Source: an optimization exercise on an open RTL-to-GDS flow (aim: small area). Production flows keep margins and buffers that such runs may drop.
Function was checked by simulation only, so behaviour that the tests miss may differ from the original.
The clock port is modelled as an ideal driver, which makes a skipped or thinned clock tree look cheaper than it is; a real chip needs a root buffer or a tree.
Power and IR drop assume default switching activity.

## VGA
module VGA(clock,sys_rst,switch,disp_RGB,hsync,vsync,up,down,left,right,middle,rst ,QC_OUT,QA_OUT);
Settings: LEC_CHECK=0, CAP_MARGIN=20, CORE_MARGIN=2, CORE_UTILIZATION=40, SLEW_MARGIN=20; clock period 10.0 ns.
standard.sh (not shown) runs the stock make flow with config.mk's settings and CLKGATE_MAP_FILE= SYNTH_SCRIPT=/design/flow/synth_recipe.tcl, a recipe that flattens the netlist after the stock synthesis.
==> flow/flow/run.sh <==
#!/bin/bash
# 1. standard synthesis (the standard flow's own, unchanged);
# 2. its combinational logic re-mapped by ABC for area: several scripts
#    (deepsyn, then area-oriented mapping) run in parallel and the smallest
#    netlist is kept; flip-flops are untouched (same cells, names, nets);
# 3. the standard layout from that netlist, with buf_1 port buffers and a
#    small two-level clock tree built by pre_cts.tcl in place of TritonCTS
#    (one clkbuf_2 root, four buf_12 leaves of a quarter of the
#    flip-flops each).
# Every tool writes its full output to a log file here.
set -euo pipefail
F=$(cd "$(dirname "$0")" && pwd)
W=$(pwd)
R=$W/orfs/results/$FLOW_PLATFORM/VGA/base
LIB=$FLOW_HOME/platforms/$FLOW_PLATFORM/lib/sky130_fd_sc_hd__tt_025C_1v80.lib

bash standard.sh synth > synth.log 2>&1
cp $R/1_2_yosys.v $W/std_1_2_yosys.v

python3 $F/mkmodels.py $LIB $W/std_1_2_yosys.v $W/models.v > models.log 2>&1
DU=""
for c in $(sed -n '/DONT_USE_CELLS/,/^$/p' $FLOW_HOME/platforms/$FLOW_PLATFORM/config.mk | grep -o "sky130_fd_sc_hd__[a-z0-9_]*"); do
  DU="$DU -dont_use $c"
done
python3 $F/remap.py $W $LIB "$DU" ${NUM_CORES:-4} > remap.log 2>&1
cp $W/remap_1_2_yosys.v $R/1_2_yosys.v

bash standard.sh \
  "BUFFER_PORTS_ARGS=-buffer_cell sky130_fd_sc_hd__buf_1" \
  "PRE_CTS_TCL=$F/pre_cts.tcl" \
  finish > standard.log 2>&1
==> flow/flow/remap.py <==
#!/usr/bin/env python3
"""Re-map the combinational logic of the standard synthesis for area.

Runs yosys (remap.ys.in) with several ABC scripts in parallel, each in its own
folder with its own log, and copies the smallest result to remap_1_2_yosys.v.
Flip-flops are blackboxes in every run, so they keep their cells, names and nets.
usage: remap.py WORK LIB DONTUSE_ARGS JOBS
"""
import os, re, subprocess, sys, shutil
from concurrent.futures import ThreadPoolExecutor
work, lib, dontuse, jobs = sys.argv[1], sys.argv[2], sys.argv[3], int(sys.argv[4])
here = os.path.dirname(os.path.abspath(__file__))
tmpl = open(os.path.join(here, 'remap.ys.in')).read()
pre = 'strash; &get -n; &deepsyn -J %d -S %d; &put; dch -f'
maps = ['amap', '&get -n; &nf -p -R 1000 -E 10 -a; &put', '&get -n; &nf -p -R 1000 -E 20 -a; &put']
scripts = []
for seed in (0, 1, 2, 3, 4):
    for m in maps:
        scripts.append('%s; %s; topo' % (pre % (100, seed), m))
def run(i):
    d = os.path.join(work, 'remap_%02d' % i)
    os.makedirs(d, exist_ok=True)
    open(os.path.join(d, 'area.abc'), 'w').write(scripts[i] + '\n')
    ys = tmpl.replace('@IN@', os.path.join(work, 'std_1_2_yosys.v')).replace('@MODELS@', os.path.join(work, 'models.v'))
    ys = ys.replace('@WORK@', d).replace('@LIB@', lib).replace('@DONTUSE@', dontuse)
    open(os.path.join(d, 'remap.ys'), 'w').write(ys)
    with open(os.path.join(d, 'remap.log'), 'w') as log:
        r = subprocess.run(['yosys', '-s', os.path.join(d, 'remap.ys')], stdout=log, stderr=subprocess.STDOUT)
    try:
        area = float(re.search(r'Chip area for module .*?: ([\d.]+)', open(os.path.join(d, 'remap_stat.txt')).read()).group(1))
    except Exception:
        area = None
    return i, r.returncode, area
with ThreadPoolExecutor(jobs) as ex:
    res = list(ex.map(run, range(len(scripts))))
ok = [(a, i) for i, rc, a in res if rc == 0 and a is not None]
for i, rc, a in res:
    print('run %02d rc %d area %s script: %s' % (i, rc, a, scripts[i]))
best = min(ok)
print('best run %02d area %.3f' % (best[1], best[0]))
shutil.copy(os.path.join(work, 'remap_%02d' % best[1], 'remap_1_2_yosys.v'), os.path.join(work, 'remap_1_2_yosys.v'))
Other scripts of this flow, unchanged in this note and not shown: flow/flow/mkmodels.py, flow/flow/pre_cts.tcl, flow/flow/remap.ys.in
Then changed:
--- a/flow/flow/remap.py
+++ b/flow/flow/remap.py
@@ -17 +17 @@
-for seed in (0, 1, 2, 3, 4):
+for seed in (0, 1, 2):
Outcome:
- The changed run completed without violations
- synthesized cell count does not change
- worst hold slack stays the same
- routed wire length does not change
- total power stays the same
- first-iteration DRC count is unchanged
- setup slack stays the same
In every run of this note, the design's own scripts or RTL, not TritonCTS, make the clock network.

==> separate check: timing with driven ports <==
The results above use ideal ports. As a check the final layouts listed here were re-extracted and re-timed, cells and wires unchanged.
Step 1, drivers: a clkbuf_16 drives clock and a buf_2 each remaining input, both assumed.
Step 2 adds t to the input delays and takes it off the output delays; t is the mean of the earliest and latest rising clock arrival at the registers after step 1. Input paths then give back, and output paths get back, about the clock's delay inside the block.
a / b / c = ideal / step 1 / step 2; a / b = the first two.
run	shift t [ns]	setup WS [ns]	worst slew at a driven data input, ns
the first run	0.522	5.681 / 5.652 / 6.174	0.05
the second run	0.522	5.681 / 5.652 / 6.174	0.05
After both steps setup and hold are still met in every run listed.
